Background: an optimization exercise with open tools, aiming at small area and a short achievable clock period. Do not read the settings as production practice.
Only simulation tests tie the RTL to the original design; equivalence was not proved.
Power and IR drop assume default switching activity.

==> flow/design.v <==
module fifo_sync #(
  parameter int WIDTH = 32,
  parameter int DEPTH = 16
)(
  input  logic              clk,
  input  logic              rst_n,
  input  logic              in_valid,
  output logic              in_ready,
  input  logic [WIDTH-1:0]  in_data,
  output logic              out_valid,
  input  logic              out_ready,
  output logic [WIDTH-1:0]  out_data,
  output logic              full,
  output logic              empty,
  output logic [$clog2(DEPTH+1)-1:0] count
);
  localparam int CW = $clog2(DEPTH+1);
  localparam int NS = DEPTH - 1;           
  logic [WIDTH-1:0] mem [NS];
  logic [WIDTH-1:0] head;
  logic [NS-1:0]    wsel;                  
  logic             wsel_n0;               
  logic [NS-1:1]    wsel_hi;
  assign wsel = {wsel_hi, ~wsel_n0};
  logic [NS-1:0]    roh;                   
  logic             roh_n0;                
  logic [NS-1:1]    roh_hi;
  assign roh = {roh_hi, ~roh_n0};
  logic [CW-1:0]    cnt;
  logic             full_r, vld_r, ge2_r;   
  logic push, pop, ram_push, ram_pop, head_en;
  assign push     = in_valid & ~full_r;
  assign pop      = out_ready & vld_r;
  assign ram_push = push & vld_r & ~(~ge2_r & out_ready);
  assign ram_pop  = out_ready & ge2_r;
  assign head_en  = ~vld_r | out_ready;
  logic [NS-1:0] rsel;
  assign rsel = roh & {NS{ge2_r}};
  for (genvar g = 0; g < NS; g++) begin : slot
    logic [WIDTH-1:0] q;
    always_ff @(posedge clk) begin
      if (wsel[g]) q <= in_data;
    end
    assign mem[g] = q;
  end
  logic [WIDTH-1:0] head_d;
  always_comb begin
    head_d = ({WIDTH{~head_en}} & head) |
             ({WIDTH{head_en & ~ge2_r}} & in_data);
    for (int i = 0; i < NS; i++)
      head_d = head_d | ({WIDTH{head_en & rsel[i]}} & mem[i]);
  end
  always_ff @(posedge clk) begin
    head <= head_d;
  end
  always_ff @(posedge clk or negedge rst_n) begin
    if (!rst_n) begin
      roh_n0 <= 1'b0;
      roh_hi <= '0;
    end else begin
      if (ram_pop) begin
        roh_n0 <= ~roh[NS-1];
        roh_hi <= roh[NS-2:0];
      end
    end
  end
  logic [CW-1:0] cnt_inc, cnt_dec, cnt_d;
  logic          is1, is15, ge3;
  assign cnt_inc = cnt + 1'b1;
  assign cnt_dec = cnt - 1'b1;
  assign is1     = (cnt == 1);
  assign is15    = (cnt == DEPTH - 1);
  assign ge3     = (cnt >= 3);
  logic full_d, vld_d, ge2_d;
  always_comb begin
    cnt_d  = cnt;
    full_d = full_r;
    vld_d  = vld_r;
    ge2_d  = ge2_r;
    if (push & ~pop) begin
      cnt_d  = cnt_inc;
      full_d = is15;
      vld_d  = 1'b1;
      ge2_d  = vld_r;
    end else if (pop & ~push) begin
      cnt_d  = cnt_dec;
      full_d = 1'b0;
      vld_d  = ~is1;
      ge2_d  = ge3;
    end
  end
  logic vld_o, nvld_o, full_o, nfull_o;
  always_ff @(posedge clk or negedge rst_n) begin
    if (!rst_n) begin
      vld_o   <= 1'b0;
      nvld_o  <= 1'b0;
      full_o  <= 1'b0;
      nfull_o <= 1'b0;
    end else begin
      vld_o   <= push | (vld_r & ~(pop & is1));
      nvld_o  <= push ? 1'b1 : (pop ? ~is1 : vld_r);
      full_o  <= ~pop & (full_r | (push & is15));
      nfull_o <= pop ? 1'b0 : (push ? is15 : full_r);
    end
  end
  always_ff @(posedge clk or negedge rst_n) begin
    if (!rst_n) begin
      cnt    <= '0;
      full_r <= 1'b0;
      vld_r  <= 1'b0;
      ge2_r  <= 1'b0;
    end else begin
      cnt    <= cnt_d;
      full_r <= full_d;
      vld_r  <= vld_d;
      ge2_r  <= ge2_d;
    end
  end
  logic [NS-1:0] wcur, wnext;
  assign wcur  = full_r ? roh : wsel;
  assign wnext = (ram_push ? {wcur[NS-2:0], wcur[NS-1]} : wcur) & {NS{~full_d}};
  always_ff @(posedge clk or negedge rst_n) begin
    if (!rst_n) begin
      wsel_n0 <= 1'b0;
      wsel_hi <= '0;
    end else begin
      wsel_n0 <= ~wnext[0];
      wsel_hi <= wnext[NS-1:1];
    end
  end
  logic [CW-1:0] cnt_o;
  logic          up, dn;
  assign up = push & ~pop;
  assign dn = pop & ~push;
  always_ff @(posedge clk or negedge rst_n) begin
    if (!rst_n) cnt_o <= '0;
    else        cnt_o <= cnt + {{(CW-1){dn}}, up | dn};
  end
  assign out_data  = head;
  assign count     = cnt_o;
  assign full      = full_o;
  assign empty     = ~nvld_o;
  assign in_ready  = ~nfull_o;
  assign out_valid = vld_o;
endmodule
clock: 3.8 ns
lec_check: 0
cap_margin: 20
core_margin: 2
core_utilization: 62
cts_cluster_diameter: 100
cts_cluster_size: 28
place_density: 0.75
setup_slack_margin: 1.95
slew_margin: 20
standard.sh (not shown) runs the stock make flow with config.mk's settings and CLKGATE_MAP_FILE= SYNTH_SCRIPT=/design/flow/synth_recipe.tcl, a recipe that flattens the netlist after the stock synthesis.
==> flow/flow/run.sh <==
#!/bin/bash
# The standard layout (the standard.sh: standard synthesis and ORFS flow,
# unchanged), except that the port buffers that ORFS inserts before global
# placement are the smallest buffer instead of ORFS's default choice
# (clkdlybuf4s50_1). Repair still resizes them as timing needs.
set -euo pipefail
export BUFFER_PORTS_ARGS="-buffer_cell sky130_fd_sc_hd__buf_1"
bash standard.sh > standard.log 2>&1
The first run finished clean.
Rerun with:
--- a/flow/flow/run.sh
+++ b/flow/flow/run.sh
@@ -5 +5,2 @@
-# (clkdlybuf4s50_1). Repair still resizes them as timing needs.
+# (clkdlybuf4s50_1), and ORFS's power recovery after global routing
+# (RECOVER_POWER, percent of paths with positive slack) is on.
@@ -7,0 +9 @@
+export RECOVER_POWER=50
CORE_UTILIZATION = 55   (was 62)
PLACE_DENSITY = unset   (was 0.75)
Effect:
- Now the flow finished but fails on capacitance limit, slew limit
- worst hold slack improves by 0.18 ns
- wire length climbs by 7.5%
- core utilization went down by 7.1 points
- maximum frequency goes down by 17%
- power came out higher by 1.8%
- non-clock buffer count goes down by 1
Rerun with:
--- a/flow/flow/run.sh
+++ b/flow/flow/run.sh
@@ -5,2 +5 @@
-# (clkdlybuf4s50_1), and ORFS's power recovery after global routing
-# (RECOVER_POWER, percent of paths with positive slack) is on.
+# (clkdlybuf4s50_1). Repair still resizes them as timing needs.
@@ -9 +7,0 @@
-export RECOVER_POWER=50
CORE_UTILIZATION = 70   (was 55)
With this change the flow went through all stages and came out clean. Clock power shrinks by about 3%. Critical path depth grows by 8. Final area shrinks by 0.70%. Count of clock-buffer cells in the layout is unchanged. Worst hold slack got worse by 0.19 ns. Utilization grows by 16 points. Maximum frequency grows by 19%. Flip-flop and latch count does not change. Wire length shrinks by 7.0%.
Rerun with:
--- a/flow/flow/run.sh
+++ b/flow/flow/run.sh
@@ -5 +5,2 @@
-# (clkdlybuf4s50_1). Repair still resizes them as timing needs.
+# (clkdlybuf4s50_1), and ORFS's power recovery after global routing
+# (RECOVER_POWER, percent of paths with positive slack) is on.
@@ -7,0 +9 @@
+export RECOVER_POWER=10
CORE_UTILIZATION = 55   (was 70)
What happened: The new run ran to the end with violations: capacitance limit, slew limit. Area after synthesis does not change. Global-route usage goes down by 5.1 points. Total power goes up by 1.3%. Core utilization decreases by 16 points.


Starts from the design.v that is shown in full above.
==> flow/config.mk <==
export PLATFORM = sky130hd
export DESIGN_NAME = fifo_sync
export DESIGN_NICKNAME = fifo_sync
export VERILOG_FILES = /design/flow/design.v
export SDC_FILE = /design/flow/constraint.sdc
export NUM_CORES = 4
export LEC_CHECK = 0
export CAP_MARGIN = 20
export CORE_MARGIN = 2
export CORE_UTILIZATION = 55
export CTS_CLUSTER_DIAMETER = 100
export CTS_CLUSTER_SIZE = 28
export SETUP_SLACK_MARGIN = 1.95
export SLEW_MARGIN = 20
==> flow/constraint.sdc <==
create_clock -name core_clock -period 3.8 [get_ports {clk}]
set_input_delay 0.7600 -clock core_clock [delete_from_list [all_inputs] [get_ports {clk}]]
set_output_delay 0.7600 -clock core_clock [all_outputs]
set_load 0.01 [all_outputs]
==> flow/flow/run.sh <==
#!/bin/bash
# The standard layout (the standard.sh: standard synthesis and ORFS flow,
# unchanged), except that the port buffers that ORFS inserts before global
# placement are the smallest buffer instead of ORFS's default choice
# (clkdlybuf4s50_1). Repair still resizes them as timing needs.
set -euo pipefail
export BUFFER_PORTS_ARGS="-buffer_cell sky130_fd_sc_hd__buf_1"
bash standard.sh > standard.log 2>&1
Rerun with:
- CORE_UTILIZATION: 55 -> 62
- SETUP_SLACK_MARGIN: 1.95 -> 1.9
=>
- The new run ran to the end with no violations
- final cell count falls by 2.1%
- die area shrinks by 11%
- core utilization rose by 6.7 points
- via count goes down by 0.70%
Rerun with:
==> flow/run.sh (new file) <==
#!/bin/bash
# synth_recipe.tcl (not shown) runs the flow's synth.tcl, then flattens the netlist and writes it again
# the make line also repeats each setting of config.mk as NAME=value (left out here)
make -C /OpenROAD-flow-scripts/flow DESIGN_CONFIG=/design/flow/config.mk WORK_HOME=/design/flow/orfs CLKGATE_MAP_FILE= SYNTH_SCRIPT=/design/flow/synth_recipe.tcl finish
- CORE_UTILIZATION: 62 -> 55
- SETUP_SLACK_MARGIN: 1.9 -> 1.95
removed: flow/flow/run.sh
removed: flow/standard.sh
Setup slack loses 0.0084 ns.
Cell area rises by 2.7%.
Via count went up by 1.4%.
Synthesized area stays the same.
Rerun with:
- CTS_CLUSTER_SIZE: 28 -> 24
- SETUP_SLACK_MARGIN: 1.95 -> 1.9
After rerunning: Power fell by about 0.5%; via count falls by about 1.4%; wire length goes down by 1.8%; clock power increases by about 10%; worst hold slack is better by 0.0049 ns.

-- re-timing with driven ports --
The results above use ideal ports. As a check the final layouts listed here were re-extracted and re-timed, cells and wires unchanged. Step 1, drivers: a clkbuf_16 drives clk and a buf_2 each remaining input, both assumed. Step 2 moves the port delays by t, midway between the first and last clock arrival at a register: inputs arrive t later, outputs are due t later. That takes back most of the time a late clock gives input paths. Three values: ideal, step 1, step 2; two values: the first two.
run	t, ns	setup WS [ns]	latest minus earliest clock arrival (ns)
the first run of note 1	0.608	1.933 / 1.885 / 1.439	0.015 / 0.014
the second run of note 1	0.621	1.557 / 1.577 / 0.956	0.016 / 0.016
the third run of note 1	0.603	1.909 / 1.879 / 1.413	0.022 / 0.021
the fourth run of note 1	0.619	1.933 / 1.879 / 1.337	0.019 / 0.019
the first run of note 2	0.617	1.934 / 1.881 / 1.430	0.019 / 0.018
the second run of note 2	0.607	1.924 / 1.871 / 1.429	0.017 / 0.017
the third run of note 2	0.615	1.916 / 1.859 / 1.398	0.019 / 0.020
the fourth run of note 2	0.626	1.923 / 1.870 / 1.383	0.022 / 0.022
For the second run of note 1, which loses most, drivers alone change the setup slack by +0.020 ns; drivers and shift together by -0.601 ns. Setup slack includes reset recovery checks.
